Background: an optimization exercise with open tools, aiming at small area. Do not read the settings as production practice. Function was checked by simulation only, so behaviour that the tests miss may differ from the original. In every run shown here, the design's own scripts or RTL, not TritonCTS, make the clock network. No driver is modelled on the clock port, so clock power and skew are understated where the tree is cut down; a real chip needs a root buffer or a tree. Power figures rest on the tool's default switching activity, not on a simulated workload.

$ cat flow/design.v
`timescale 1ns / 1ps
module main(clock_in,rst,A,B,C,D,E,F,G,anode,button,BIN2,TMP);
	input clock_in;
	input rst;
	output [3:0] anode;
	input button;
	output TMP;
	output A,B,C,D,E,F,G;
	output [3:0] BIN2;
	reg [4:0] c25;
	reg       h;
	reg [3:0] z;     
	reg [1:0] e4;
	reg [2:0] f5;
	reg [3:0] r1;
	reg [3:0] g1, g2, g3;
	reg [3:0] qn1, qn2, qn3;   
	wire [3:0] q1 = ~qn1, q2 = ~qn2, q3 = ~qn3;
	reg [4:0] s;
	wire t25   = ~c25[4] & ~c25[3] & ~c25[0];
	wire t50   = t25 & h;
	wire dw    = ~z[0] & (z[1] ^ e4[0]) & (z[2] == (e4[0] ^ e4[1])) & (z[3] ^ e4[0] & e4[1]);
	wire t500  = t50 & dw;
	wire t2000 = t500 & (e4 == 2'd3);
	wire t1hz  = t2000 & ~f5[2] & ~f5[0];
	wire L4 = ~h;       
	wire L3 = ~e4[0];   
	wire L2 = ~e4[1];   
	wire [3:0] r2 = {r1[2:0], 1'b0} - {3'b000, L2};
	wire [3:0] r3 = {z[3] ^ e4[0] ^ ~r1[0], z[2:0]};
	wire n1 = (q1 != g1);
	wire n2 = (q2 != g2);
	wire n3 = (q3 != g3);
	wire spin = n1 | n2 | n3;
	always @(posedge clock_in)
		if (rst) begin
			c25 <= 5'b00110;
			h   <= 1'b1;
			z   <= 4'd0;
			e4  <= 2'd3;
			f5  <= 3'b000;
			r1  <= 4'd0;
		end else begin
			c25 <= {c25[3:0], c25[0] ^ c25[4] ^ (~c25[2] & c25[3])};
			if (t25) h <= ~h;
			if (t50) z <= dw ? {z[3] ^ ~(e4[0] & e4[1]), z[2:1], 1'b1} : z + 4'd1;
			if (t500) e4 <= e4 + 2'd1;
			if (t2000) begin
				f5 <= {f5[1:0], ~(f5[1] | f5[2])};
				r1 <= r1 + 4'd1;
			end
		end
	always @(posedge clock_in)
		if (rst) begin
			g1 <= 4'd0;
			g2 <= 4'd0;
			g3 <= 4'd0;
		end else begin
			if (button & L2) g1 <= r1;
			if (button & L3) g2 <= r2;
			if (button & L4) g3 <= r3;
		end
	always @(posedge clock_in)
		if (rst) begin
			qn1 <= 4'hf;
			qn2 <= 4'hf;
			qn3 <= 4'hf;
			s  <= 5'd0;
		end else begin
			if (s[0]) begin
				qn1 <= 4'hf;
				qn2 <= 4'hf;
				qn3 <= 4'hf;
			end else if (t1hz) begin
				if (n1) qn1 <= qn1 - 4'd1;
				if (n2) qn2 <= qn2 - 4'd1;
				if (n3) qn3 <= qn3 - 4'd1;
			end
			if (t1hz) s <= {~spin, s[4:1]};
		end
	assign TMP  = spin;
	assign BIN2 = g1;
	wire score = (g1 == g2) & (g1 == q3) & g1[0];
	reg [3:0] anode;
	reg [3:0] digit;
	always @(*)
		case (e4)
			2'd3:    begin anode = 4'b1110; digit = q1; end
			2'd0:    begin anode = 4'b1101; digit = q2; end
			2'd1:    begin anode = 4'b1011; digit = q3; end
			default: begin anode = 4'b0111; digit = {3'b000, score}; end
		endcase
	reg [6:0] seg;
	always @(*)
		case (digit)
			4'h1: seg = 7'b1111001;
			4'h2: seg = 7'b0100100;
			4'h3: seg = 7'b0110000;
			4'h4: seg = 7'b0011001;
			4'h5: seg = 7'b0010010;
			4'h6: seg = 7'b0000010;
			4'h7: seg = 7'b1111000;
			4'h8: seg = 7'b0000000;
			4'h9: seg = 7'b0010000;
			4'hA: seg = 7'b0001000;
			4'hB: seg = 7'b0000011;
			4'hC: seg = 7'b1000110;
			4'hD: seg = 7'b0100001;
			4'hE: seg = 7'b0000110;
			4'hF: seg = 7'b0001110;
			default: seg = 7'b1000000;
		endcase
	assign {G,F,E,D,C,B,A} = seg;
endmodule
$ cat flow/flow/run.sh
#!/bin/bash
# Own layout flow: the standard synthesis, its combinational logic re-mapped
# for area by ABC (flip-flops untouched; the smallest of several seeded runs
# is kept), then the standard ORFS layout steps.
set -euo pipefail
here=$(pwd)
R=$here/orfs/results/$FLOW_PLATFORM/main/base
bash standard.sh synth > standard_synth.log 2>&1
cp $R/1_2_yosys.v std_synth.v
export LIB_FILE=$FLOW_HOME/platforms/sky130hd/lib/sky130_fd_sc_hd__tt_025C_1v80.lib
export IN_NETLIST=$here/std_synth.v
export FF_CELLS=$(grep -oE "sky130_fd_sc_hd__(dfxtp|dfrtp|dfstp|dfbbp|dfrbp|edfxtp|sdf|dlx)[a-z0-9_]*" std_synth.v | sort -u | tr '\n' ' ')
mkdir -p remap
remap_one() {
  sed "s/SEED/$1/" flow/area.abc > remap/area_$1.abc
  ABC_SCRIPT=$here/remap/area_$1.abc OUT_NETLIST=$here/remap/remap_$1.v STAT_FILE=$here/remap/stat_$1.txt \
    yosys -c flow/remap.tcl > remap/remap_$1.log 2>&1 || true
}
for s in 1 2 3 4; do remap_one $s & done; wait
for s in 5 6 7 8; do remap_one $s & done; wait
for s in 9 10 11 12; do remap_one $s & done; wait
for s in 13 14 15 16; do remap_one $s & done; wait
best=""; bestarea=""
for s in $(seq 1 16); do
  [[ -f remap/stat_$s.txt && -f remap/remap_$s.v ]] || continue
  a=$(awk '/Chip area/ {print $NF}' remap/stat_$s.txt)
  echo "seed $s area $a" >> remap/areas.txt
  if [[ -z "$best" ]] || awk -v a=$a -v b=$bestarea 'BEGIN{exit !(a<b)}'; then best=$s; bestarea=$a; fi
done
[[ -n "$best" ]] || { echo "no remap result"; exit 1; }
echo "best seed $best area $bestarea" >> remap/areas.txt
cp remap/remap_$best.v remap.v
# same flip-flops, same names and cell types
ffs() { grep -oE "^\s*sky130_fd_sc_hd__(dfxtp|dfrtp|dfstp|dfbbp|dfrbp|edfxtp|sdf|dlx)[a-z0-9_]* +[^ ]+" "$1" | sed 's/^ *//' | sort; }
if ! diff <(ffs std_synth.v) <(ffs remap.v) > ff_diff.txt; then echo "flip-flops differ"; exit 1; fi
cp remap.v $R/1_2_yosys.v
rm -f $R/1_synth.odb $R/1_synth.sdc
export BUFFER_PORTS_ARGS="-buffer_cell sky130_fd_sc_hd__buf_1"
# clock tree: three clkbuf_8 leaves fed by the clock port (flow/manual_cts.tcl)
clk=$(sed -nE 's/.*create_clock.*get_ports \{?([A-Za-z0-9_]+)\}?.*/\1/p' "$FLOW_SDC" | head -1)
cat > pre_cts.tcl <<EOT
set ::env(MANUAL_CTS_NET) $clk
set ::env(MANUAL_CTS_GROUPS) 3
set ::env(MANUAL_CTS_BUF) sky130_fd_sc_hd__clkbuf_8
source $here/flow/manual_cts.tcl
rename clock_tree_synthesis orfs_clock_tree_synthesis
proc clock_tree_synthesis { args } { manual_clock_tree }
EOT
export PRE_CTS_TCL=$here/pre_cts.tcl
bash standard.sh > standard.log 2>&1
$ cat flow/flow/area.abc
strash
dc2
&get -n
&deepsyn -T 20 -S SEED
&put
dch -f
amap -F 2 -A 8 -C 2000
$ cat flow/flow/manual_cts.tcl
# Clock tree of a few leaf buffers: the flip-flops are split into
# MANUAL_CTS_GROUPS groups by location (k-means), each group is driven by
# one MANUAL_CTS_BUF placed at its centre, and the clock port drives the
# leaf buffers directly. It replaces clock_tree_synthesis, whose H-tree
# adds a root buffer and more leaves than this small design needs.
proc manual_clock_tree { } {
  set block [ord::get_db_block]
  set clknet [$block findNet $::env(MANUAL_CTS_NET)]
  set sinks [list]
  foreach it [$clknet getITerms] {
    set inst [$it getInst]
    lassign [$inst getLocation] x y
    set m [$inst getMaster]
    lappend sinks [list $it [expr {$x + [$m getWidth] / 2}] [expr {$y + [$m getHeight] / 2}]]
  }
  set k $::env(MANUAL_CTS_GROUPS)
  set n [llength $sinks]
  # initial centres: spread along the sinks sorted by x
  set sorted [lsort -integer -index 1 $sinks]
  set cs [list]
  for {set i 0} {$i < $k} {incr i} {
    set s [lindex $sorted [expr {int(($i + 0.5) * $n / $k)}]]
    lappend cs [list [lindex $s 1] [lindex $s 2]]
  }
  for {set iter 0} {$iter < 50} {incr iter} {
    # balanced assignment: nearest centre first, at most cap sinks per group
    set cap [expr {($n + $k - 1) / $k}]
    set pairs [list]
    for {set j 0} {$j < $n} {incr j} {
      set s [lindex $sinks $j]
      for {set i 0} {$i < $k} {incr i} {
        lassign [lindex $cs $i] cx cy
        lappend pairs [list $j $i [expr {abs([lindex $s 1] - $cx) + abs([lindex $s 2] - $cy)}]]
      }
    }
    set groups [lrepeat $k {}]
    set done [dict create]
    foreach pr [lsort -integer -index 2 $pairs] {
      lassign $pr j i d
      if {[dict exists $done $j]} { continue }
      if {[llength [lindex $groups $i]] >= $cap} { continue }
      dict set done $j 1
      lset groups $i [concat [lindex $groups $i] [list [lindex $sinks $j]]]
    }
    set ncs [list]
    for {set i 0} {$i < $k} {incr i} {
      set g [lindex $groups $i]
      if {[llength $g] == 0} { lappend ncs [lindex $cs $i]; continue }
      set sx 0; set sy 0
      foreach s $g { set sx [expr {$sx + [lindex $s 1]}]; set sy [expr {$sy + [lindex $s 2]}] }
      lappend ncs [list [expr {$sx / [llength $g]}] [expr {$sy / [llength $g]}]]
    }
    set cs $ncs
  }
  set master [[ord::get_db] findMaster $::env(MANUAL_CTS_BUF)]
  for {set i 0} {$i < $k} {incr i} {
    set g [lindex $groups $i]
    if {[llength $g] == 0} { continue }
    lassign [lindex $cs $i] cx cy
    set buf [odb::dbInst_create $block $master clkbuf_leaf_$i]
    $buf setLocation [expr {$cx - [$master getWidth] / 2}] [expr {$cy - [$master getHeight] / 2}]
    $buf setPlacementStatus PLACED
    set net [odb::dbNet_create $block clknet_leaf_$i]
    $net setSigType CLOCK
    foreach s $g { set it [lindex $s 0]; $it disconnect; $it connect $net }
    [$buf findITerm A] connect $clknet
    [$buf findITerm X] connect $net
    puts "manual CTS: clkbuf_leaf_$i drives [llength $g] sinks"
  }
  $clknet setSigType CLOCK
  set_propagated_clock [all_clocks]
}
$ cat flow/flow/remap.tcl
# Re-map the combinational logic of the standard synthesis netlist for area.
# The flip-flops of the standard synthesis are kept as they are (same
# instances, names and cell types); only the logic between them is remapped.
set lib $::env(LIB_FILE)
yosys read_liberty -ignore_miss_func $lib
yosys read_verilog $::env(IN_NETLIST)
yosys hierarchy -top $::env(FLOW_TOP)
foreach ff [split $::env(FF_CELLS)] { yosys blackbox $ff }
yosys flatten
yosys delete t:\$scopeinfo
yosys opt -purge
yosys abc -liberty $lib -dont_use sky130_fd_sc_hd__lpflow_bleeder_1 -dont_use sky130_fd_sc_hd__lpflow_clkbufkapwr_1 -dont_use sky130_fd_sc_hd__lpflow_clkbufkapwr_16 -dont_use sky130_fd_sc_hd__lpflow_clkbufkapwr_2 -dont_use sky130_fd_sc_hd__lpflow_clkbufkapwr_4 -dont_use sky130_fd_sc_hd__lpflow_clkbufkapwr_8 -dont_use sky130_fd_sc_hd__lpflow_clkinvkapwr_1 -dont_use sky130_fd_sc_hd__lpflow_clkinvkapwr_16 -dont_use sky130_fd_sc_hd__lpflow_clkinvkapwr_2 -dont_use sky130_fd_sc_hd__lpflow_clkinvkapwr_4 -dont_use sky130_fd_sc_hd__lpflow_clkinvkapwr_8 -dont_use sky130_fd_sc_hd__lpflow_decapkapwr_12 -dont_use sky130_fd_sc_hd__lpflow_decapkapwr_3 -dont_use sky130_fd_sc_hd__lpflow_decapkapwr_4 -dont_use sky130_fd_sc_hd__lpflow_decapkapwr_6 -dont_use sky130_fd_sc_hd__lpflow_decapkapwr_8 -dont_use sky130_fd_sc_hd__lpflow_inputiso0n_1 -dont_use sky130_fd_sc_hd__lpflow_inputiso0p_1 -dont_use sky130_fd_sc_hd__lpflow_inputiso1n_1 -dont_use sky130_fd_sc_hd__lpflow_inputiso1p_1 -dont_use sky130_fd_sc_hd__lpflow_inputisolatch_1 -dont_use sky130_fd_sc_hd__lpflow_isobufsrc_1 -dont_use sky130_fd_sc_hd__lpflow_isobufsrc_16 -dont_use sky130_fd_sc_hd__lpflow_isobufsrc_2 -dont_use sky130_fd_sc_hd__lpflow_isobufsrc_4 -dont_use sky130_fd_sc_hd__lpflow_isobufsrc_8 -dont_use sky130_fd_sc_hd__lpflow_isobufsrckapwr_16 -dont_use sky130_fd_sc_hd__lpflow_lsbuf_lh_hl_isowell_tap_1 -dont_use sky130_fd_sc_hd__lpflow_lsbuf_lh_hl_isowell_tap_2 -dont_use sky130_fd_sc_hd__lpflow_lsbuf_lh_hl_isowell_tap_4 -dont_use sky130_fd_sc_hd__lpflow_lsbuf_lh_isowell_4 -dont_use sky130_fd_sc_hd__lpflow_lsbuf_lh_isowell_tap_1 -dont_use sky130_fd_sc_hd__lpflow_lsbuf_lh_isowell_tap_2 -dont_use sky130_fd_sc_hd__lpflow_lsbuf_lh_isowell_tap_4 -dont_use sky130_fd_sc_hd__probe_p_8 -dont_use sky130_fd_sc_hd__probec_p_8  -script $::env(ABC_SCRIPT)
yosys opt_clean -purge
yosys hilomap -singleton -hicell sky130_fd_sc_hd__conb_1 HI -locell sky130_fd_sc_hd__conb_1 LO
yosys opt_clean -purge
yosys rename -hide {w:*.*}
yosys write_verilog -noattr -nohex -nodec $::env(OUT_NETLIST).tmp
# read back with the cells as black boxes so that ports are driven by cells directly
yosys design -reset
yosys read_liberty -lib $lib
yosys read_verilog $::env(OUT_NETLIST).tmp
yosys hierarchy -top $::env(FLOW_TOP)
yosys insbuf -buf sky130_fd_sc_hd__buf_1 A X
yosys opt_clean -purge
yosys tee -o $::env(STAT_FILE) stat -liberty $lib
yosys check -assert
yosys write_verilog -noattr -nohex -nodec $::env(OUT_NETLIST)
$ cat flow/standard.sh
#!/bin/bash
# synth_recipe.tcl (not shown) runs the flow's synth.tcl, then flattens the netlist and writes it again
# the make line also repeats each setting of config.mk as NAME=value (left out here)
make -C /OpenROAD-flow-scripts/flow DESIGN_CONFIG=/design/flow/config.mk WORK_HOME=/design/flow/orfs CLKGATE_MAP_FILE= SYNTH_SCRIPT=/design/flow/synth_recipe.tcl "${@:-finish}"
$ cat flow/config.mk
export PLATFORM = sky130hd
export DESIGN_NAME = main
export DESIGN_NICKNAME = main
export VERILOG_FILES = /design/flow/design.v
export SDC_FILE = /design/flow/constraint.sdc
export NUM_CORES = 4
export LEC_CHECK = 0
export CAP_MARGIN = 20
export CORE_MARGIN = 2
export CORE_UTILIZATION = 40
export SLEW_MARGIN = 20
$ cat flow/constraint.sdc
create_clock -name core_clock -period 10.0 [get_ports {clock_in}]
set_input_delay 2.0000 -clock core_clock [delete_from_list [all_inputs] [get_ports {clock_in}]]
set_output_delay 2.0000 -clock core_clock [all_outputs]
set_load 0.01 [all_outputs]
==> flow_summary.ini, run 1 <==
[global_routing]
grt_pass1_wl_um = 8050
grt_pass1_vias = 1740
grt_overflow = 0
grt_use_total_pct = 15.9
grt_max_degree = 18
antenna_found_initial = 0

[timing]
setup_viol = 0
tns_ns = 0
tightestPinTransition_ns = 0.813
rsz0062_at_grt = false
fin_worst_skew_ns = 0.0108
fin_crit_ns = 4.76
slew-limit-headroom_pct = 45.8
finalCritPeriodShare_pct = 47.6
slew_violations = 0
fmax_ghz = 0.210
final-hold-violation-count = 0

[detailed_routing]
routed_wl_um = 4620
ant_nets = 0
wl_per_cell_um = 13.1
drtIter0Drc = 128
dr.pass1.iters = 6
vias = 1909
vias_per_cell = 5.41
drc_errors = 0

[worst_setup_path]
slowest_delay_ns = 0.50
cp_cell_sequence = nor2_1 > a222oi_1 > clkinv_1 > a21oi_1 > clkinv_1 > a21oi_1 > o21ai_0 > o32ai_1 > buf_1
crit_slowest_cell = dfxtp_1
worstReg2RegEnd = qn1[3]
r2r_cells = 13
r2r_setup_slack_ns = 7.26
arrival_ns = 2.76
crit_path_start_kind = flop
worstReg2RegStart = e4[1]
end_kind = primary output
cp_max_fo = 9
required_ns = 8.00
critical_path_class = flop to primary output

[placed_design]
portBuffers = 18
place_congestion = 0.842
dp_hpwl_um = 3560

[worst_hold_path]
whs_endpoint = c25[2]
min_from = c25[1]
hold_depth = 1
holdCritPathClass = flop to flop

[power_and_ir_drop]
p_per_area_nw_per_um2 = 145
cellLeakagePower_uw = 0.000735
peakVddDrop_mv = 0.108
p_total_uw = 330

[final_layout]
fin_nets = 288
drive_gt1_share_pct = 1.41
n_antenna_cell = 0
fill_cells = 547
multi_input_area_um2 = 886
utilization_pct = 44.7
synthToLayoutAreaGrowth_pct = 9.09
layout.area.seq_um2 = 961

[clock_tree]
postCtsSetupBuffers = 0
postCtsHoldBufs = 0
clk_pin_slew_ns = 0.09
cts_resized = 0
clk_latency_ns = 0.16

[run_status]
status = no timing/DRC/antenna violations

[synthesis]
syn-num-nets = 268
syn_inst = 265
syn_area_um2 = 2080
avgSynthCellArea_um2 = 7.85
ys_warn_count = 1

[floorplan]
io_pins = 19
die_y_um = 76.1
die_area_um2 = 5790
start_util_pct = 41.0
core_area_um2 = 5070
std_cell_rows = 26
die_x_um = 76.1

[run]
max-cap-violations = 0
worst max-delay path by stage:
stage,slack (ns),startpoint,cells past startpoint,endpoint
after detailed placement,5.47,e4[1],9,C
after global routing,4.91,e4[1],9,A
after floorplan,5.65,e4[0],9,C
final,5.24,e4[1],9,A
after CTS,5.27,e4[1],9,C
after global placement,5.54,e4[1],9,A
critical path, delay by kind of cell, from the launching register on:
family | cells | cell delay, ns
AO/OA/AOI/OAI | 5 | 1.44
AND/OR/NAND/NOR | 1 | 0.16
flip-flops | 1 | 0.50
buffers and inverters | 3 | 0.50
stage by stage:
| step | setup WS (ns) | cells | instance area (µm²) | hold WS, ns |
|---|---|---|---|---|
| after global routing | 4.91 | 353 | 2270 | 0.477 |
| final | 5.24 | 353 | 2270 | 0.445 |
| after floorplan | 5.65 | 265 | 2080 | 0.391 |
| after detailed placement | 5.47 | 350 | 2230 | 0.407 |
| after global placement | 5.54 | 350 | 2230 | 0.406 |
| after CTS | 5.27 | 353 | 2270 | 0.446 |
cell type report:
type | count | area share [%]
Buffer | 3 | 1.82
Inverter | 58 | 9.60
Multi-Input combinational cell | 155 | 39.1
Sequential cell | 48 | 42.4
Tap cell | 70 | 3.86
Timing Repair Buffer | 19 | 3.31
state kept, by name, indices dropped and copies added, names as in the netlist:
name and cells:
g3 4, e4 2, c25 5, f5 3, r1 4, h 1, qn1 4, g1 4
g2 4, qn2 4, z 4, qn3 4, s 5
routing by layer:
metal  GRT usage [%]  share of wire, %  up-vias
met4            2.36               1.6        0
met5               0                 0        -
met2            28.5                47       51
met1            21.5                48      866
li1                -                 -      984
met3            1.30               4.0        8
power by group:
part	leakage, µW	internal (µW)	switching (µW)
Combinational	0.000323	14.6	33.1
Sequential	0.000390	200	7.52
Clock	0.0000216	27.8	47.3
cell usage in the layout, fill, tap and decap left out, types with 2 or more instances in the layout:
master,instances
nor3_1,5
a2111oi_0,2
a211o_1,3
clkbuf_8,3
a222oi_1,4
nand2_1,22
a32o_1,3
o21ai_0,15
nand3_1,4
dfxtp_1,48
nor2_1,27
o211ai_1,8
clkinv_1,58
nor4_1,3
a211oi_1,4
a21oi_1,7
o221ai_1,4
o32ai_1,2
or2_0,2
o22ai_1,32
buf_1,18
==> inputs of run 2 (changes only) <==
--- a/flow/config.mk
+++ b/flow/config.mk
@@ -8,4 +8,5 @@
 export CAP_MARGIN = 20
 export CORE_MARGIN = 2
 export CORE_UTILIZATION = 40
+export GPL_TIMING_DRIVEN = 0
 export SLEW_MARGIN = 20
==> run 2 against run 1 <==
Effect of this change: sequential power about the same; die area did not move; fmax is 0.74% lower; highest routed layer unchanged; setup slack got worse by 0.036 ns.
==> flow_summary.ini, run 2 <==
[run_status]
status = no timing/DRC/antenna violations

[placed_design]
placedCellCount = 353
portBuffers = 18
dp_hpwl_um = 3480
place_congestion = 0.815
pre_cts_ws_ns = 5.48

[power_and_ir_drop]
cellLeakagePower_uw = 0.000735
p_per_area_nw_per_um2 = 145
peakVddDrop_mv = 0.102
p_total_uw = 329

[worst_setup_path]
end_kind = primary output
critical_path_class = flop to primary output
cp_max_fo = 9
arrival_ns = 2.80
crit_path_start_kind = flop
required_ns = 8.00

[final_layout]
final_cells = 356
mostFrequentLayoutCell = clkinv_1
fin_nets = 291
utilization_pct = 44.8
final_cell_mix = 58 x clkinv_1, 48 x dfxtp_1, 32 x o22ai_1
reg_top3 = c25 (5), s (5)
synthToLayoutAreaGrowth_pct = 9.45
n_antenna_cell = 0
drive_gt1_share_pct = 1.05

[floorplan]
std_cell_rows = 26
die_area_um2 = 5790
core_area_um2 = 5070
die_x_um = 76.1
die_y_um = 76.1
io_pins = 19
start_util_pct = 41.0

[clock_tree]
postCtsSetupBuffers = 0
clk_latency_ns = 0.16
cts_resized = 0
postCtsHoldBufs = 0
clk_pin_slew_ns = 0.09

[global_routing]
grt_pass1_wl_um = 7690
grt_overflow = 0
grt_pass1_vias = 1677
antenna_found_initial = 0
grt_use_total_pct = 15.2
grt_max_degree = 18

[timing]
finalCritPeriodShare_pct = 48.0
tns_ns = 0
tightestPinTransition_ns = 0.807
fin_crit_ns = 4.80
final-hold-violation-count = 0
fin_worst_skew_ns = 0.00629
setup_ws_ns = 5.20
slew_violations = 0
fmax_ghz = 0.209
setup_viol = 0
slew-limit-headroom_pct = 46.2
rsz0062_at_grt = false

[detailed_routing]
wl_met2_um = 2130
wl_met3_um = 148
vias_per_cell = 5.31
vias = 1890
ant_nets = 0
dr.pass1.iters = 6
wl_per_cell_um = 12.8
routed_wl_um = 4550
wl_met1_um = 2180
drc_errors = 0
routed.top_layer = met4
drtIter0Drc = 96

[worst_hold_path]
holdCritPathClass = flop to flop

[synthesis]
syn_area_um2 = 2080
syn-num-nets = 268
ys_warn_count = 1
syn_inst = 265
avgSynthCellArea_um2 = 7.85

[run]
max-cap-violations = 0
## run 2: cell count changes in the layout (fill, tap and decap cells not counted)
cell,previous run,this run
buf_4,1,0
buf_1,18,22
## run 2: cell type report
type	instances	area, µm²
Fill cell	547	2800
Sequential cell	48	961
Multi-Input combinational cell	155	886
Inverter	58	218
Tap cell	70	87.6
Timing Repair Buffer	18	67.6
Buffer	7	56.3
## run 2: critical path, stage by stage, from the launching register on
cell and delay, ns:
dfxtp_1 0.49, nor2_1 0.17, a222oi_1 0.37, clkinv_1 0.22
a21oi_1 0.45, clkinv_1 0.12, a21oi_1 0.23, o21ai_0 0.16
o32ai_1 0.25, buf_1 0.18
## run 2: final timing paths
path / start / to / slack, ns / cells past startpoint
worst min-delay path: c25[1] / c25[2] / 0.44 / 1
worst min register to register: c25[1] / c25[2] / 0.44 / 1
worst max register to register: c25[0] / qn3[3] / 7.22 / 14
worst max-delay path: e4[1] / A / 5.20 / 9
## run 2: where the power goes
group | switching [µW] | internal (µW)
registers | 7.51 | 200
clock network | 47.0 | 27.8
logic | 32.7 | 14.4
## run 2: routing by layer
layer | vias up | GRT usage [%]
li1 | 998 | -
met1 | 853 | 20.7
met2 | 33 | 27.3
met3 | 6 | 1.07
met4 | 0 | 2.18
met5 | - | 0
## run 2: per-stage QoR
stage | hold slack (ns) | instance area [µm²]
floorplan | 0.391 | 2080
global placement | 0.401 | 2230
detailed placement | 0.400 | 2230
CTS | 0.438 | 2280
global route | 0.468 | 2280
finish | 0.437 | 2280
==> inputs of run 3 (changes only) <==
--- a/flow/flow/run.sh
+++ b/flow/flow/run.sh
@@ -19,9 +19,8 @@
 for s in 1 2 3 4; do remap_one $s & done; wait
 for s in 5 6 7 8; do remap_one $s & done; wait
 for s in 9 10 11 12; do remap_one $s & done; wait
-for s in 13 14 15 16; do remap_one $s & done; wait
 best=""; bestarea=""
-for s in $(seq 1 16); do
+for s in 1 2 3 4 5 6 7 8 9 10 11 12; do
   [[ -f remap/stat_$s.txt && -f remap/remap_$s.v ]] || continue
   a=$(awk '/Chip area/ {print $NF}' remap/stat_$s.txt)
   echo "seed $s area $a" >> remap/areas.txt
==> flow/flow/area.abc (replaced) <==
strash
dc2
&get -n
&deepsyn -T 20 -S SEED
&put
dch -f
amap
--- a/flow/config.mk
+++ b/flow/config.mk
@@ -8,5 +8,4 @@
 export CAP_MARGIN = 20
 export CORE_MARGIN = 2
 export CORE_UTILIZATION = 40
-export GPL_TIMING_DRIVEN = 0
 export SLEW_MARGIN = 20
==> run 3 against run 2 <==
Effect of this change: still clean; sequential power about the same; fmax decreased by 3.3%; register-to-register slack got worse by 0.87 ns; critical path depth increased by 4; setup slack got worse by 0.17 ns; final cell count unchanged; clock power increased by 3.9%; via count decreased by 2.3%; largest power group unchanged; highest routed layer unchanged.
==> flow_summary.ini, run 3 <==
[run_status]
status = no timing/DRC/antenna violations

[timing]
fin_crit_ns = 4.96
slew_violations = 0
final-hold-violation-count = 0
rsz0062_at_grt = false
slew-limit-headroom_pct = 51.1
fmax_ghz = 0.202
tns_ns = 0
tightestPinTransition_ns = 0.734
setup_viol = 0
fin_worst_skew_ns = 0.00843
finalCritPeriodShare_pct = 49.6

[worst_setup_path]
crit_path_start_kind = flop
critical_path_class = flop to primary output
end_kind = primary output
arrival_ns = 2.96
worstReg2RegStart = e4[0]
cp-startpoint = e4[0]
cp_max_fo = 7
required_ns = 8.00

[final_layout]
fill_cells = 530
layout.area.seq_um2 = 961
n_antenna_cell = 0
final_cell_mix = 52 x clkinv_1, 48 x dfxtp_1, 35 x nor2_1
mostFrequentLayoutCell = clkinv_1
synthToLayoutAreaGrowth_pct = 8.70
multi_input_area_um2 = 915
fin_nets = 291
drive_gt1_share_pct = 1.05
reg_top3 = c25 (5), s (5)

[global_routing]
antenna_found_initial = 0
met2_usage_pct = 26.3
globalRouteMet3Util_pct = 0.948
grt_max_degree = 18
grt-busiest-layer = met2
met1_usage_pct = 21.9
grt_pass1_wl_um = 7600
grt_use_total_pct = 15.4
grt_overflow = 0
grt_pass1_vias = 1619

[floorplan]
io_pins = 19
start_util_pct = 41.1
die_x_um = 76.2
die_y_um = 76.2
die_area_um2 = 5810
std_cell_rows = 26
core_area_um2 = 5070

[detailed_routing]
ant_nets = 0
wl_per_cell_um = 13.0
drc_errors = 0
vias = 1847
dr.pass1.iters = 4
drtIter0Drc = 90
vias_per_cell = 5.19
routed_wl_um = 4630

[synthesis]
syn_inst = 269
ys_warn_count = 1
syn_area_um2 = 2090
syn-num-nets = 272
avgSynthCellArea_um2 = 7.75

[clock_tree]
cts_resized = 0
postCtsHoldBufs = 0
clk_pin_slew_ns = 0.10
postCtsSetupBuffers = 0
clk_latency_ns = 0.16

[power_and_ir_drop]
peakVddDrop_mv = 0.135
p_total_uw = 344
cellLeakagePower_uw = 0.000751
p_per_area_nw_per_um2 = 152

[run]
max-cap-violations = 0

[placed_design]
dp_hpwl_um = 3560
portBuffers = 18
place_congestion = 0.925

[worst_hold_path]
min_from = c25[1]
holdCritPathClass = flop to flop
run 3: per-layer routing:
layer	part of all wire (%)	up-vias
met5	0	-
met2	45	30
met3	3.3	6
met1	50	814
met4	1.6	0
li1	-	997
run 3: metrics by stage:
stage          setup WS [ns]  hold slack [ns]  area [µm²]  util [%]  cells
2_1_floorplan           5.55            0.391        2090         -    269
3_3_place_gp            5.31            0.408        2230      43.9    353
3_5_place_dp            5.26            0.400        2230      43.9    353
4_1_cts                 5.05            0.437        2270      44.7    356
5_1_grt                 4.73            0.467        2270      44.7    356
6_report                5.04            0.436        2270      44.7    356
run 3: layout make-up:
type | instances | share of cell area, %
buffer | 3 | 1.82
inverter | 52 | 8.61
multi-input combinational | 165 | 40.3
sequential | 48 | 42.4
tap | 70 | 3.86
timing repair buffer | 18 | 2.98
run 3: worst paths after layout:
path	endpoint	slack [ns]	depth (start not counted)
worst max-delay path	F	5.04	13
worst min-delay path	c25[2]	0.44	1
worst max register to register	qn3[3]	6.35	15
worst min register to register	c25[2]	0.44	1
run 3: worst max-delay path: stages, from the launching register on:
cell and delay, ns:
dfxtp_1 0.46, clkinv_1 0.18, nand2_1 0.11, a21oi_1 0.04, o2111ai_1 0.08, o41ai_1 0.10
a222oi_1 0.61, nand2_1 0.20, o22ai_1 0.35, nor2_1 0.13, nand3_1 0.12, o31ai_1 0.10
o21a_1 0.20, buf_1 0.12
run 3: power breakdown:
group / internal (µW) / switching, µW / total (µW)
clock: 27.9 / 49.8 / 77.7
sequential: 200 / 8.00 / 208
combinational: 18.2 / 39.7 / 57.9
total: 247 / 97.5 / 344
==> inputs of run 4 (changes only) <==
--- a/flow/flow/run.sh
+++ b/flow/flow/run.sh
@@ -19,8 +19,9 @@
 for s in 1 2 3 4; do remap_one $s & done; wait
 for s in 5 6 7 8; do remap_one $s & done; wait
 for s in 9 10 11 12; do remap_one $s & done; wait
+for s in 13 14 15 16; do remap_one $s & done; wait
 best=""; bestarea=""
-for s in 1 2 3 4 5 6 7 8 9 10 11 12; do
+for s in $(seq 1 16); do
   [[ -f remap/stat_$s.txt && -f remap/remap_$s.v ]] || continue
   a=$(awk '/Chip area/ {print $NF}' remap/stat_$s.txt)
   echo "seed $s area $a" >> remap/areas.txt
==> flow/flow/area.abc (replaced) <==
strash
dc2
&get -n
&deepsyn -T 40 -S SEED
&put
dch -f
amap -F 2 -A 8 -C 2000
--- a/flow/flow/remap.tcl
+++ b/flow/flow/remap.tcl
@@ -15,12 +15,11 @@
 yosys opt_clean -purge
 yosys rename -hide {w:*.*}
 yosys write_verilog -noattr -nohex -nodec $::env(OUT_NETLIST).tmp
-# read back with the cells as black boxes so that ports are driven by cells directly
+# read back with the cells as black boxes
 yosys design -reset
 yosys read_liberty -lib $lib
 yosys read_verilog $::env(OUT_NETLIST).tmp
 yosys hierarchy -top $::env(FLOW_TOP)
-yosys insbuf -buf sky130_fd_sc_hd__buf_1 A X
 yosys opt_clean -purge
 yosys tee -o $::env(STAT_FILE) stat -liberty $lib
 yosys check -assert
--- a/flow/config.mk
+++ b/flow/config.mk
@@ -8,4 +8,5 @@
 export CAP_MARGIN = 20
 export CORE_MARGIN = 2
 export CORE_UTILIZATION = 40
+export GPL_TIMING_DRIVEN = 0
 export SLEW_MARGIN = 20
==> run 4 against run 3 <==
Effect of this change: synthesized area shrank 1.0%; synthesized cell count shrank 3.0%; final cell count shrank 1.1%; fmax grew 4.5%; hold slack lost 0.013 ns; design area shrank 0.28%; still clean; critical path depth shrank 4; critical endpoint is now A; total power shrank 3.6%; clock skew grew 0.0097 ns.
==> flow_summary.ini, run 4 <==
[timing]
fmax_ghz = 0.211
rsz0062_at_grt = false
slew_violations = 0
setup_viol = 0
finalCritPeriodShare_pct = 47.5
fin_crit_ns = 4.75
final-hold-violation-count = 0
tightestPinTransition_ns = 0.788
tns_ns = 0
fin_worst_skew_ns = 0.0181
slew-limit-headroom_pct = 47.3

[placed_design]
dp_hpwl_um = 3460
portBuffers = 18
place_congestion = 0.877

[worst_setup_path]
r2r_cells = 13
critical_path_class = flop to primary output
arrival_ns = 2.75
required_ns = 8.00
worstReg2RegStart = e4[1]
end_kind = primary output
crit_path_start_kind = flop
cp-startpoint = e4[1]
r2r_setup_slack_ns = 7.31
cp_max_fo = 9

[final_layout]
fill_cells = 509
fin_nets = 287
drive_gt1_share_pct = 1.06
reg_top3 = c25 (5), s (5)
mostFrequentLayoutCell = clkinv_1
final_cell_mix = 58 x clkinv_1, 48 x dfxtp_1, 32 x o22ai_1
synthToLayoutAreaGrowth_pct = 9.52
utilization_pct = 44.8
n_antenna_cell = 0

[synthesis]
syn_area_um2 = 2060
avgSynthCellArea_um2 = 7.91
syn-num-nets = 264
ys_warn_count = 1
syn_inst = 261

[global_routing]
globalRouteMet3Util_pct = 0.926
met1_usage_pct = 21.0
grt_use_total_pct = 15.7
grt_max_degree = 18
grt_overflow = 0
grt_pass1_vias = 1515
met2_usage_pct = 28.4
antenna_found_initial = 0
grt_pass1_wl_um = 7100
grt-busiest-layer = met2

[clock_tree]
clk_latency_ns = 0.17
postCtsHoldBufs = 0
clk_pin_slew_ns = 0.10
postCtsSetupBuffers = 0
cts_resized = 0

[floorplan]
die_y_um = 75.8
start_util_pct = 40.9
die_area_um2 = 5750
core_area_um2 = 5040
std_cell_rows = 26
io_pins = 19
die_x_um = 75.8

[worst_hold_path]
hold_depth = 1
holdCritPathClass = flop to flop
min_from = c25[1]

[run]
max-cap-violations = 0

[run_status]
status = no timing/DRC/antenna violations

[detailed_routing]
vias = 1823
ant_nets = 0
drc_errors = 0
wl_per_cell_um = 12.8
vias_per_cell = 5.18
dr.pass1.iters = 4
routed_wl_um = 4490
drtIter0Drc = 86

[power_and_ir_drop]
p_per_area_nw_per_um2 = 147
peakVddDrop_mv = 0.0776
cellLeakagePower_uw = 0.000730
run 4: worst max-delay path, cell delays in order (launching register included):
cell,delay (ns)
dfxtp_1,0.50
nor2_1,0.17
a222oi_1,0.36
clkinv_1,0.20
a21oi_1,0.43
clkinv_1,0.12
a21oi_1,0.24
o21ai_0,0.15
o32ai_1,0.24
buf_1,0.19
run 4: final timing paths:
| check | end |
|---|---|
| worst max-delay path | A |
| worst min-delay path | c25[2] |
| worst max register to register | qn2[3] |
| worst min register to register | c25[2] |
run 4: area by class of cell:
class                      count  area, µm²  area share (%)
inverter                      58        218            9.63
sequential                    48        961            42.5
timing repair buffer          18       67.6            2.99
tap                           70       87.6            3.87
buffer                         3       41.3            1.83
multi-input combinational    155        886            39.2
run 4: layer usage:
metal  vias to the layer above  share of wire (%)
li1                       1001                  -
met1                       789                 50
met2                        28                 46
met3                         5                2.9
met4                         0                1.6
met5                         -                  0
run 4: power breakdown:
group | internal [µW] | leakage [µW] | total [µW] | switching (µW)
Clock | 27.9 | 0.0000216 | 78.3 | 50.4
Combinational | 14.3 | 0.000319 | 46.4 | 32.1
Sequential | 200 | 0.000390 | 207 | 7.31
run 4: stage by stage:
step           instances  cell area (µm²)  hold WS (ns)  setup slack [ns]  total power (µW)
5_1_grt              352             2260         0.453              4.95               351
3_5_place_dp         349             2220         0.402              5.47               258
4_1_cts              352             2260         0.428              5.27               335
3_3_place_gp         349             2220         0.395              5.50               258
2_1_floorplan        261             2060         0.391              5.65               244
6_report             352             2260         0.423              5.25               332
==> inputs of run 5 (changes only) <==
==> flow/flow/area.abc (replaced) <==
strash
dc2
&get -n
&deepsyn -T 20 -S SEED
&put
dch -f
amap -F 2 -A 8 -C 2000
==> run 5 against run 4 <==
Effect of this change: via count unchanged; combinational power about the same; hold slack unchanged; register-to-register slack about the same; die area unchanged; sequential share of layout area unchanged; critical path type unchanged; global-route usage unchanged; synthesized cell count unchanged; final cell count unchanged; total power unchanged; fmax unchanged; clock skew unchanged.
==> flow_summary.ini, run 5 <==
[global_routing]
grt_pass1_wl_um = 7100
grt_overflow = 0
antenna_found_initial = 0
grt_max_degree = 18
grt_use_total_pct = 15.7
grt_pass1_vias = 1515

[final_layout]
drive_gt1_share_pct = 1.06
synthToLayoutAreaGrowth_pct = 9.52
reg_top3 = c25 (5), s (5)
fin_nets = 287
fill_cells = 509
n_antenna_cell = 0
final_cell_mix = 58 x clkinv_1, 48 x dfxtp_1, 32 x o22ai_1
mostFrequentLayoutCell = clkinv_1

[power_and_ir_drop]
internal_power_uw = 242
cellLeakagePower_uw = 0.000730
seq_power_share_pct = 62.4
power_frac_clock_pct = 23.6
swShare_pct = 27.1
p_per_area_nw_per_um2 = 147
peakVddDrop_mv = 0.0776
p_total_uw = 332
p_sw_uw = 89.7
comb_power_share_pct = 14.0

[worst_setup_path]
cp_max_fo = 9
worstReg2RegStart = e4[1]
cp_top_family = compound AO/OA/AOI/OAI gates
required_ns = 8.00
critical_path_class = flop to primary output
cp_num_buf_inv = 3
crit_path_start_kind = flop
cp_cell_sequence = nor2_1 > a222oi_1 > clkinv_1 > a21oi_1 > clkinv_1 > a21oi_1 > o21ai_0 > o32ai_1 > buf_1
worstReg2RegEnd = qn2[3]
slowest_delay_ns = 0.50
r2r_cells = 13
end_kind = primary output
arrival_ns = 2.75
r2r_setup_slack_ns = 7.31
crit_slowest_cell = dfxtp_1

[detailed_routing]
vias = 1823
drc_errors = 0
routed_wl_um = 4490
vias_per_cell = 5.18
drtIter0Drc = 86
wl_per_cell_um = 12.8
dr.pass1.iters = 4
ant_nets = 0

[clock_tree]
clk_latency_ns = 0.17
postCtsSetupBuffers = 0
cts_resized = 0
clk_pin_slew_ns = 0.10
postCtsHoldBufs = 0

[timing]
slew-limit-headroom_pct = 47.3
fin_crit_ns = 4.75
finalCritPeriodShare_pct = 47.5
tightestPinTransition_ns = 0.788
setup_viol = 0
rsz0062_at_grt = false
final-hold-violation-count = 0
tns_ns = 0
fmax_ghz = 0.211
slew_violations = 0
fin_worst_skew_ns = 0.0181

[placed_design]
dp_hpwl_um = 3460
place_congestion = 0.877
portBuffers = 18

[worst_hold_path]
whs_endpoint = c25[2]
holdCritPathClass = flop to flop
min_from = c25[1]
hold_depth = 1

[synthesis]
syn_area_um2 = 2060
avgSynthCellArea_um2 = 7.91
ys_warn_count = 1
syn_inst = 261
syn-num-nets = 264

[run_status]
status = no timing/DRC/antenna violations

[floorplan]
io_pins = 19
std_cell_rows = 26
start_util_pct = 40.9
die_y_um = 75.8
die_x_um = 75.8
die_area_um2 = 5750
core_area_um2 = 5040

[run]
max-cap-violations = 0
==> run 5: worst max-delay path by stage <==
stage,start,end,slack (ns),depth (start not counted)
after global routing,e4[1],C,4.95,9
after CTS,e4[1],A,5.27,9
after global placement,e4[1],A,5.50,9
after detailed placement,e4[1],A,5.47,9
final,e4[1],A,5.25,9
after floorplan,e4[0],C,5.65,9
==> run 5: layout make-up <==
type	count	area, µm²	area share [%]
sequential	48	961	42.5
multi-input combinational	155	886	39.2
inverter	58	218	9.63
tap	70	87.6	3.87
timing repair buffer	18	67.6	2.99
buffer	3	41.3	1.83
==> run 5: worst register-to-register path, delay by kind of cell (launching register included) <==
kind	cells	cell delay, ns
flip-flops	1	0.50
AO/OA/AOI/OAI	2	0.17
buffers and inverters	3	0.46
AND/OR/NAND/NOR	8	1.41
==> run 5: power by group through the flow <==
stage,sequential (µW),combinational [µW],clock [µW]
floorplan,209,34.2,0
global placement,211,46.5,0
detailed placement,211,46.8,0
CTS,207,47.2,80.4
global route,209,53.9,88.2
finish,207,46.4,78.3
==> run 5: routing by layer <==
layer  GRT usage [%]  routed length (µm)  share of wire, %
met4            2.14                  72               1.6
met3           0.926                 130               2.9
met2            28.4                2050                46
met1            21.0                2230                50
met5               0                   0                 0
==> run 5: stage by stage <==
step | cell area, µm² | cells | util [%] | hold slack [ns] | setup WS, ns
global placement | 2220 | 349 | 44.0 | 0.395 | 5.50
finish | 2260 | 352 | 44.8 | 0.423 | 5.25
global route | 2260 | 352 | 44.8 | 0.453 | 4.95
detailed placement | 2220 | 349 | 44.0 | 0.402 | 5.47
CTS | 2260 | 352 | 44.8 | 0.428 | 5.27
floorplan | 2060 | 261 | - | 0.391 | 5.65
==> inputs of run 6 (changes only) <==
--- a/flow/flow/run.sh
+++ b/flow/flow/run.sh
@@ -16,12 +16,11 @@
   ABC_SCRIPT=$here/remap/area_$1.abc OUT_NETLIST=$here/remap/remap_$1.v STAT_FILE=$here/remap/stat_$1.txt \
     yosys -c flow/remap.tcl > remap/remap_$1.log 2>&1 || true
 }
-for s in 1 2 3 4; do remap_one $s & done; wait
-for s in 5 6 7 8; do remap_one $s & done; wait
-for s in 9 10 11 12; do remap_one $s & done; wait
-for s in 13 14 15 16; do remap_one $s & done; wait
+for r in $(seq 0 11); do
+  for i in 1 2 3 4; do remap_one $((4 * r + i)) & done; wait
+done
 best=""; bestarea=""
-for s in $(seq 1 16); do
+for s in $(seq 1 48); do
   [[ -f remap/stat_$s.txt && -f remap/remap_$s.v ]] || continue
   a=$(awk '/Chip area/ {print $NF}' remap/stat_$s.txt)
   echo "seed $s area $a" >> remap/areas.txt
==> run 6 against run 5 <==
Effect of this change: largest power group unchanged; fmax unchanged; still clean; global-route usage unchanged; hold slack unchanged; design area unchanged; via count unchanged; final cell count unchanged; synthesized area unchanged; critical path depth unchanged.
==> flow_summary.ini, run 6 <==
[run_status]
status = no timing/DRC/antenna violations

[final_layout]
utilization_pct = 44.8
drive_gt1_share_pct = 1.06
fin_nets = 287
synthToLayoutAreaGrowth_pct = 9.52
final_cell_mix = 58 x clkinv_1, 48 x dfxtp_1, 32 x o22ai_1
reg_top3 = c25 (5), s (5)
fill_cells = 509
n_antenna_cell = 0
mostFrequentLayoutCell = clkinv_1

[clock_tree]
postCtsSetupBuffers = 0
clk_pin_slew_ns = 0.10
cts_resized = 0
clk_latency_ns = 0.17
postCtsHoldBufs = 0

[timing]
rsz0062_at_grt = false
tns_ns = 0
hold_ws_ns = 0.423
final-hold-violation-count = 0
fin_crit_ns = 4.75
slew-limit-headroom_pct = 47.3
fmax_ghz = 0.211
slew_violations = 0
fin_worst_skew_ns = 0.0181
finalCritPeriodShare_pct = 47.5
setup_viol = 0
tightestPinTransition_ns = 0.788

[worst_setup_path]
crit_slowest_cell = dfxtp_1
required_ns = 8.00
crit_path_start_kind = flop
arrival_ns = 2.75
r2r_cells = 13
critical_path_class = flop to primary output
cp_max_fo = 9
end_kind = primary output
cp_cell_sequence = nor2_1 > a222oi_1 > clkinv_1 > a21oi_1 > clkinv_1 > a21oi_1 > o21ai_0 > o32ai_1 > buf_1
slowest_delay_ns = 0.50

[synthesis]
syn-num-nets = 264
ys_warn_count = 1
avgSynthCellArea_um2 = 7.91
syn_area_um2 = 2060
syn_inst = 261

[floorplan]
die_x_um = 75.8
io_pins = 19
start_util_pct = 40.9
die_area_um2 = 5750
die_y_um = 75.8
std_cell_rows = 26
core_area_um2 = 5040

[detailed_routing]
routed_wl_um = 4490
dr.pass1.iters = 4
vias_per_cell = 5.18
vias = 1823
ant_nets = 0
wl_per_cell_um = 12.8
drc_errors = 0
drtIter0Drc = 86

[placed_design]
portBuffers = 18
dp_hpwl_um = 3460
place_congestion = 0.877

[global_routing]
grt_use_total_pct = 15.7
grt_overflow = 0
grt_pass1_vias = 1515
grt_max_degree = 18
antenna_found_initial = 0
grt_pass1_wl_um = 7100

[power_and_ir_drop]
p_per_area_nw_per_um2 = 147
peakVddDrop_mv = 0.0776
cellLeakagePower_uw = 0.000730

[worst_hold_path]
hold_depth = 1
holdCritPathClass = flop to flop

[run]
max-cap-violations = 0
==> run 6: worst paths after layout <==
| check | start | endpoint | slack, ns |
|---|---|---|---|
| max | e4[1] | A | 5.25 |
| min | c25[1] | c25[2] | 0.42 |
| max reg2reg | e4[1] | qn2[3] | 7.31 |
| min reg2reg | c25[1] | c25[2] | 0.42 |
==> run 6: layout make-up <==
cell class	count	area (µm²)	share of cell area, %
Multi-Input combinational cell	155	886	39.2
Buffer	3	41.3	1.83
Timing Repair Buffer	18	67.6	2.99
Sequential cell	48	961	42.5
Tap cell	70	87.6	3.87
Inverter	58	218	9.63
==> run 6: critical path: cells and delay by family (launching register included) <==
kind / cells / cell delay, ns
buffers and inverters: 3 / 0.51
and+or+nand+nor: 1 / 0.17
AOI/OAI and AO/OA: 5 / 1.42
DFF: 1 / 0.50
==> run 6: per-stage QoR <==
stage | cells | total power (µW) | instance area [µm²] | setup WS [ns]
after detailed placement | 349 | 258 | 2220 | 5.47
after global placement | 349 | 258 | 2220 | 5.50
after global routing | 352 | 351 | 2260 | 4.95
after floorplan | 261 | 244 | 2060 | 5.65
after CTS | 352 | 335 | 2260 | 5.27
final | 352 | 332 | 2260 | 5.25
==> run 6: metal layers <==
metal	share of wire (%)	global-route usage, %	vias to the layer above	routed length (µm)
met5	0	0	-	0
met4	1.6	2.14	0	72
met3	2.9	0.926	5	130
met2	46	28.4	28	2050
met1	50	21.0	789	2230
li1	-	-	1001	-
==> run 6: power by group <==
| part | internal, µW | switching [µW] | total, µW |
|---|---|---|---|
| Sequential | 200 | 7.31 | 207 |
| Combinational | 14.3 | 32.1 | 46.4 |
| Clock | 27.9 | 50.4 | 78.3 |
| Total | 242 | 89.7 | 332 |

==> what the ideal ports hide <==
How much do the figures lean on ideal ports? The routed layouts below were timed once more, with nothing changed but the port constraints. Step 1: set_driving_cell puts a clkbuf_16 on clock_in and a buf_2 on each other input, an assumption about the parent block. Step 2 moves the port delays by t, midway between the first and last clock arrival at a register: inputs arrive t later, outputs are due t later. That takes back most of the time a late clock gives input paths. a / b / c = ideal ports / drivers / drivers and shift; a / b = the first two.
| run | t, ns | setup WS [ns] | worst setup path after step 2 | worst register clock-pin slew, ns | cell pins on the clock port's net |
|---|---|---|---|---|---|
| run 1 | 0.200 | 5.239 / 5.192 / 5.392 | register to output | 0.10 / 0.10 | 3 |
| run 2 | 0.202 | 5.204 / 5.154 / 5.356 | register to output | 0.10 / 0.10 | 3 |
| run 3 | 0.205 | 5.039 / 4.990 / 5.194 | register to output | 0.10 / 0.10 | 3 |
| run 4 | 0.202 | 5.250 / 5.206 / 5.408 | register to output | 0.11 / 0.11 | 3 |
| run 5 | 0.202 | 5.250 / 5.206 / 5.408 | register to output | 0.11 / 0.11 | 3 |
| run 6 | 0.202 | 5.250 / 5.206 / 5.408 | register to output | 0.11 / 0.11 | 3 |
After both steps setup and hold are still met in every run listed.
